Source: an optimization exercise on an open RTL-to-GDS flow (aim: small area and a short achievable clock period). Production flows keep margins and buffers that such runs may drop.
Power is estimated from default activity; no workload was simulated.

## alu
module alu(
		input  FPUCLK,
		input  [31:0] A, B,
		input  [2:0]  CTRL,
		output reg [31:0] OUT
	);
	wire        v_in = (CTRL[2:1] == 2'b00);
	wire [8:0]  dab  = {1'b0, A[30:23]} - {1'b0, B[30:23]};
	wire [7:0]  dba  = B[30:23] - A[30:23];
	wire        ageb = ~dab[8];						 
	wire        mge  = (A[22:0] >= B[22:0]);
	wire        agb  = ageb & ((dab[7:0] != 8'b0) | mge);	 
	wire [7:0]  d    = ageb ? dab[7:0] : dba;
	wire [4:0]  d5   = (d[7:5] != 3'b000) ? 5'd31 : d[4:0];
	reg  [22:0] ma0, mb0;
	reg  [7:0]  e0;
	reg  [4:0]  d0;
	reg         sa0, sb0, agb0, nagb0, v0;
	always @(posedge FPUCLK) begin
		ma0  <= A[22:0];
		mb0  <= B[22:0];
		e0   <= ageb ? A[30:23] : B[30:23];
		d0   <= d5;
		sa0  <= A[31];
		sb0  <= B[31] ^ CTRL[0];		 
		agb0 <= agb;
		nagb0 <= ~agb;			 
		v0   <= v_in;
	end
	wire [22:0] x1  = agb0 ? ma0 : mb0;	 
	wire [22:0] y1  = nagb0 ? ma0 : mb0;	 
	wire        sub = sa0 ^ sb0;
	wire [23:0] ys1 = {1'b1, y1} >> d0;
	reg  [22:0] xm1;
	reg  [23:0] ym1;
	reg  [7:0]  e1;
	reg         s1, sub1, v1;
	always @(posedge FPUCLK) begin
		xm1  <= x1;
		ym1  <= ys1 ^ {24{sub}};
		e1   <= e0;
		s1   <= agb0 ? sa0 : sb0;
		sub1 <= sub;
		v1   <= v0;
	end
	wire [25:0] sum2 = {2'b01, xm1, 1'b1} + {1'b0, ym1, sub1};
	wire [24:0] r2   = {sum2[25] & ~sub1, sum2[24:1]};
	reg  [24:0] r2q;
	reg  [7:0]  e2;
	reg         s2, v2;
	always @(posedge FPUCLK) begin
		r2q <= r2;
		e2  <= e1 + 8'd1;
		s2  <= s1;
		v2  <= v1;
	end
	wire [31:0] lz_in = {r2q, 7'b0};
	wire [15:0] v_1;  wire [15:0] p_1;
	wire [7:0]  v_2;  wire [15:0] p_2;
	wire [3:0]  v_4;  wire [11:0] p_4;
	wire [1:0]  v_8;  wire [7:0]  p_8;
	wire [4:0]  n3;
	genvar gi;
	generate
		for (gi = 0; gi < 16; gi = gi + 1) begin : l1
  ...
Size in the first run: about 190 flip-flops, ~0.010 mm² of cells after synthesis.
==> flow/config.mk <==
export PLATFORM = sky130hd
export DESIGN_NAME = alu
export DESIGN_NICKNAME = alu
export VERILOG_FILES = /design/flow/design.v
export SDC_FILE = /design/flow/constraint.sdc
export NUM_CORES = 4
export LEC_CHECK = 0
export ABC_AREA = 0
export CAP_MARGIN = 20
export CORE_MARGIN = 2
export CORE_UTILIZATION = 40
export SETUP_SLACK_MARGIN = 3.3
export SLEW_MARGIN = 20
==> flow/constraint.sdc <==
create_clock -name core_clock -period 5.5 [get_ports {FPUCLK}]
set_input_delay 1.1000 -clock core_clock [delete_from_list [all_inputs] [get_ports {FPUCLK}]]
set_output_delay 1.1000 -clock core_clock [all_outputs]
set_load 0.01 [all_outputs]
standard.sh (not shown) runs the stock make flow with config.mk's settings and CLKGATE_MAP_FILE= SYNTH_SCRIPT=/design/flow/synth_recipe.tcl, a recipe that flattens the netlist after the stock synthesis.
==> flow/flow/run.sh <==
#!/bin/bash
set -euo pipefail
bash standard.sh \
  "BUFFER_PORTS_ARGS=-buffer_cell sky130_fd_sc_hd__buf_2" \
  finish > make_finish.log 2>&1
Edit:
- ABC_AREA: 0 -> 1
- CTS_CLUSTER_DIAMETER: default -> 100
- CTS_CLUSTER_SIZE: default -> 30
- SETUP_SLACK_MARGIN: 3.3 -> 3.0
Outcome: Maximum frequency climbs by 21%. Routed wire length climbs by 8.8%. Sequential share of layout area climbs by 1.5 points. Clock skew drops by 0.0036 ns. Design area drops by 4.7%. Count of clock-buffer cells in the layout drops by 1. Final cell count climbs by 21%.
Edit:
- ABC_AREA: 1 -> 0
- CTS_CLUSTER_DIAMETER: 100 -> default
- CTS_CLUSTER_SIZE: 30 -> default
Effect: The new run passed the timing, design-rule and antenna checks; routed wire length came out lower by 12%; power came out higher by 1.8%; worst setup slack gets worse by 0.47 ns; sequential share of layout area came out lower by 0.46 points; synthesized cell count came out lower by 26%; global-route usage came out lower by 1.1 points; die area came out lower by 2.6%; register-to-register slack gets worse by 0.47 ns; hold slack gets better by 0.013 ns; combinational power came out higher by about 2%.
Edit:
- ABC_AREA: 0 -> 1
=>
- The changed run finished with timing, DRC and antenna clean
- total power is lower by 1.8%
- final area went down by 1.2%
- via count is higher by 22%
- clock skew stays flat
- worst setup slack improves by 0.47 ns
- non-clock buffer count falls by 18
- wire length is higher by 14%
- critical path depth climbs by 1
- register-to-register slack gets better by 0.47 ns
Edit:
- CAP_MARGIN: 20 -> 0
- SLEW_MARGIN: 20 -> 0
Result: The changed run finished with timing, DRC and antenna clean. Register-to-register slack hardly moves. Global-route usage is unchanged. Via count is unchanged.
No functional check of the RTL was part of any run of this note.

* * *

## try-maple
Another version of the RTL of alu (not shown whole).
For scale: roughly 200 flip-flops, roughly 100 I/O pins, ~11,000 sq um of cells after synthesis.
Design alu, start of the top module:
module alu(
		input  FPUCLK,
		input  [31:0] A, B,
		input  [2:0]  CTRL,
		output reg [31:0] OUT
	);
export LEC_CHECK = 0
export ABC_AREA = 1
export CAP_MARGIN = 20
export CORE_MARGIN = 2
export CORE_UTILIZATION = 40
export SETUP_SLACK_MARGIN = 3.2
export SLEW_MARGIN = 20
create_clock -name core_clock -period 5.5 [get_ports {FPUCLK}]
Scripts as last shown in full above: flow/flow/run.sh
try-maple: no failed stages, no open violations at the end
### try-maple -> try-sierra
Settings: swapping 3.2 for 3.0 in SETUP_SLACK_MARGIN.
Findings:
For the worst setup slack, try-sierra came in 0.020 ns lower than try-maple did.
Taking try-maple as the reference, in try-sierra final worst-path cycle share rose by 0.36 points; clock-buffer cell count up about 14%; proportion of power drawn by flip-flops and latches rose by 1.0 points; area of combinational cells with multiple inputs went down by 3.9%; clock skew went up.
Global-route usage delta for try-sierra relative to try-maple: 0.72 points lower
Function was not checked in any run of this note: the RTL went through the layout flow alone.

* * *

Setup of run 1:
The RTL this note starts from:
==> flow/design.v <==
module alu(
		input  FPUCLK,
		input  [31:0] A, B,
		input  [2:0]  CTRL,
		output reg [31:0] OUT
	);
	wire        v_in = (CTRL[2:1] == 2'b00);
	wire        agb  = (A[30:0] >= B[30:0]);		 
	wire [8:0]  dab  = {1'b0, A[30:23]} - {1'b0, B[30:23]};
	wire [7:0]  dba  = B[30:23] - A[30:23];
	wire        ageb = ~dab[8];						 
	wire [7:0]  d    = ageb ? dab[7:0] : dba;
	wire [4:0]  d5   = (d[7:5] != 3'b000) ? 5'd31 : d[4:0];
	reg  [22:0] ma0, mb0;
	reg  [7:0]  e0;
	reg  [4:0]  d0;
	reg         sa0, sb0, agb0, v0;
	always @(posedge FPUCLK) begin
		ma0  <= A[22:0];
		mb0  <= B[22:0];
		e0   <= ageb ? A[30:23] : B[30:23];
		d0   <= d5;
		sa0  <= A[31];
		sb0  <= B[31] ^ CTRL[0];		 
		agb0 <= agb;
		v0   <= v_in;
	end
	wire [22:0] x1  = agb0 ? ma0 : mb0;	 
	wire [22:0] y1  = agb0 ? mb0 : ma0;	 
	wire        sub = sa0 ^ sb0;
	wire [23:0] ys1 = {1'b1, y1} >> d0;
	reg  [22:0] xm1;
	reg  [23:0] ym1;
	reg  [7:0]  e1;
	reg         s1, sub1, v1;
	always @(posedge FPUCLK) begin
		xm1  <= x1;
		ym1  <= ys1 ^ {24{sub}};
		e1   <= e0;
		s1   <= agb0 ? sa0 : sb0;
		sub1 <= sub;
		v1   <= v0;
	end
	wire [25:0] sum2 = {2'b01, xm1, 1'b1} + {1'b0, ym1, sub1};
	wire [24:0] r2   = {sum2[25] & ~sub1, sum2[24:1]};
	reg  [24:0] r2q;
	reg  [7:0]  e2;
	reg         s2, v2;
	always @(posedge FPUCLK) begin
		r2q <= r2;
		e2  <= e1 + 8'd1;
		s2  <= s1;
		v2  <= v1;
	end
	wire [31:0] lz_in = {r2q, 7'b0};
	wire [15:0] v_1;  wire [15:0] p_1;
	wire [7:0]  v_2;  wire [15:0] p_2;
	wire [3:0]  v_4;  wire [11:0] p_4;
	wire [1:0]  v_8;  wire [7:0]  p_8;
	wire [4:0]  n3;
	genvar gi;
	generate
		for (gi = 0; gi < 16; gi = gi + 1) begin : l1
			assign v_1[gi] = lz_in[2*gi+1] | lz_in[2*gi];
			assign p_1[gi] = ~lz_in[2*gi+1];
		end
		for (gi = 0; gi < 8; gi = gi + 1) begin : l2
			assign v_2[gi] = v_1[2*gi+1] | v_1[2*gi];
			assign p_2[2*gi+1:2*gi] = v_1[2*gi+1] ? {1'b0, p_1[2*gi+1]} : {1'b1, p_1[2*gi]};
		end
		for (gi = 0; gi < 4; gi = gi + 1) begin : l4
			assign v_4[gi] = v_2[2*gi+1] | v_2[2*gi];
			assign p_4[3*gi+2:3*gi] = v_2[2*gi+1] ? {1'b0, p_2[4*gi+3:4*gi+2]} : {1'b1, p_2[4*gi+1:4*gi]};
		end
		for (gi = 0; gi < 2; gi = gi + 1) begin : l8
			assign v_8[gi] = v_4[2*gi+1] | v_4[2*gi];
			assign p_8[4*gi+3:4*gi] = v_4[2*gi+1] ? {1'b0, p_4[6*gi+5:6*gi+3]} : {1'b1, p_4[6*gi+2:6*gi]};
		end
	endgenerate
	assign n3 = v_8[1] ? {1'b0, p_8[7:4]} : {1'b1, p_8[3:0]};
	wire [24:0] t16 = n3[4] ? {r2q[8:0], 16'b0} : r2q;
	wire [24:0] t8  = n3[3] ? {t16[16:0], 8'b0} : t16;
	wire [24:0] t4  = n3[2] ? {t8[20:0], 4'b0}  : t8;
	wire [24:0] t2  = n3[1] ? {t4[22:0], 2'b0}  : t4;
	wire [24:0] t1  = n3[0] ? {t2[23:0], 1'b0}  : t2;
	wire [7:0]  e3  = e2 - {3'b0, n3};
	wire        zero = (r2q == 25'b0);
	always @(posedge FPUCLK) begin
		if (v2)
			OUT <= zero ? 32'h00000000 : {s2, e3, t1[23:1]};
	end
endmodule
Settings: LEC_CHECK=0, ABC_AREA=1, CAP_MARGIN=20, CORE_MARGIN=2, CORE_UTILIZATION=40, SETUP_SLACK_MARGIN=3.3, SLEW_MARGIN=20; clock period 5.5 ns.
run.sh (not shown) runs the stock make flow with config.mk's settings and CLKGATE_MAP_FILE= SYNTH_SCRIPT=/design/flow/synth_recipe.tcl, a recipe that flattens the netlist after the stock synthesis.
Stock flow here: none of the scripts above is used.
#### Input delta (run 2 over run 1)
Settings: SETUP_SLACK_MARGIN now 2.0, was 3.3; ABC_AREA no longer set, was 1.
The lower arithmetic-cell share of the synthesized area counting full adders, half adders and majority gates of run 1 and run 2 is in run 1.
Worst path required time for run 2 is higher than for run 1.
Compared with run 1, run 2 shows a lower finished layout cell area.
Changes observed in run 2 relative to run 1: total vias in the final route decreased 23%, total power fell by about 11%, combinational share of power now sits lower.
Going from run 1 to run 2, setup slack after placement now smaller; clock share of power now larger.
[compare] base=run 1 new=run 2: die area has decreased; layout overhead on the synthesized area dropped 7.6 points.
Changes in run 3 relative to run 2:
Settings: a change of SETUP_SLACK_MARGIN from 2.0 to 2.5; an added ABC_AREA of 1.
Findings:
- Per the final summary, run 3 finished and its layout is clean on timing, DRC and antenna.
- Non-clock buffer count: run 3 < run 2
- Leading cell type in the layout, fill and taps excluded = sky130_fd_sc_hd__nand2_1: run 3; leading cell type in the layout, fill and taps excluded = sky130_fd_sc_hd__dfxtp_1: run 2
- Lower number of clock buffer instances in the layout was reported by run 2, not run 3.
- Run 2 vs run 3, timing endpoint of the critical path: d0[1]$_SDFF_PP1_ vs d0[0]$_SDFF_PP1_
- Of run 3 and run 2, it is run 3 that has the higher routed wire length.
- Measured against run 2, the switching power of the nets of run 3 comes out at 1.16 times the reference value.
- Lower setup slack goes to run 2 over run 3.
- Re count of unresolved DRC violations after routing: no difference whatsoever between run 3 and run 2.
No functional check of the RTL was part of any run of this note.

## static timing again, ports no longer ideal
Ports are ideal in the flow. The routed layouts listed here were re-timed in OpenROAD.
Step 1 assumes that a clkbuf_16 drives the clock port and a buf_2 every other input.
Step 2, shift: input delay + t, output delay - t, t = (earliest + latest rising clock arrival at the registers) / 2. This alone moves slack from input paths to output paths.
a / b / c = ideal / step 1 / step 2; a / b = the first two.
| run | shift t [ns] | setup WS [ns] | hold slack, ns | pins driven straight from the clock port |
|---|---|---|---|---|
| the first run of note 1 | 0.478 | 2.449 / 2.449 / 2.279 | 0.327 / 0.327 / 0.327 | 1 |
| the second run of note 1 | 0.477 | 2.987 / 2.984 / 2.507 | 0.316 / 0.316 / 0.316 | 1 |
| the third run of note 1 | 0.478 | 2.521 / 2.521 / 2.230 | 0.329 / 0.329 / 0.329 | 1 |
| the fourth run of note 1 | 0.477 | 2.987 / 2.984 / 2.507 | 0.316 / 0.316 / 0.316 | 1 |
| the fifth run of note 1 | 0.478 | 2.987 / 2.983 / 2.505 | 0.316 / 0.316 / 0.316 | 1 |
| try-maple | 0.555 | 2.971 / 2.971 / 2.779 | 0.326 / 0.326 / 0.326 | 1 |
| try-sierra | 0.560 | 2.950 / 2.950 / 2.627 | 0.326 / 0.326 / 0.326 | 1 |
| run 1 | 0.476 | 3.032 / 3.032 / 2.721 | 0.325 / 0.325 / 0.325 | 1 |
| run 2 | 0.472 | 2.045 / 2.062 / 1.591 | 0.328 / 0.328 / 0.328 | 1 |
| run 3 | 0.470 | 2.633 / 2.639 / 2.179 | 0.327 / 0.327 / 0.327 | 1 |
After both steps every run listed still meets setup and hold. For the fifth run of note 1, which loses most, drivers alone change the setup slack by -0.004 ns; drivers and shift together by -0.482 ns.
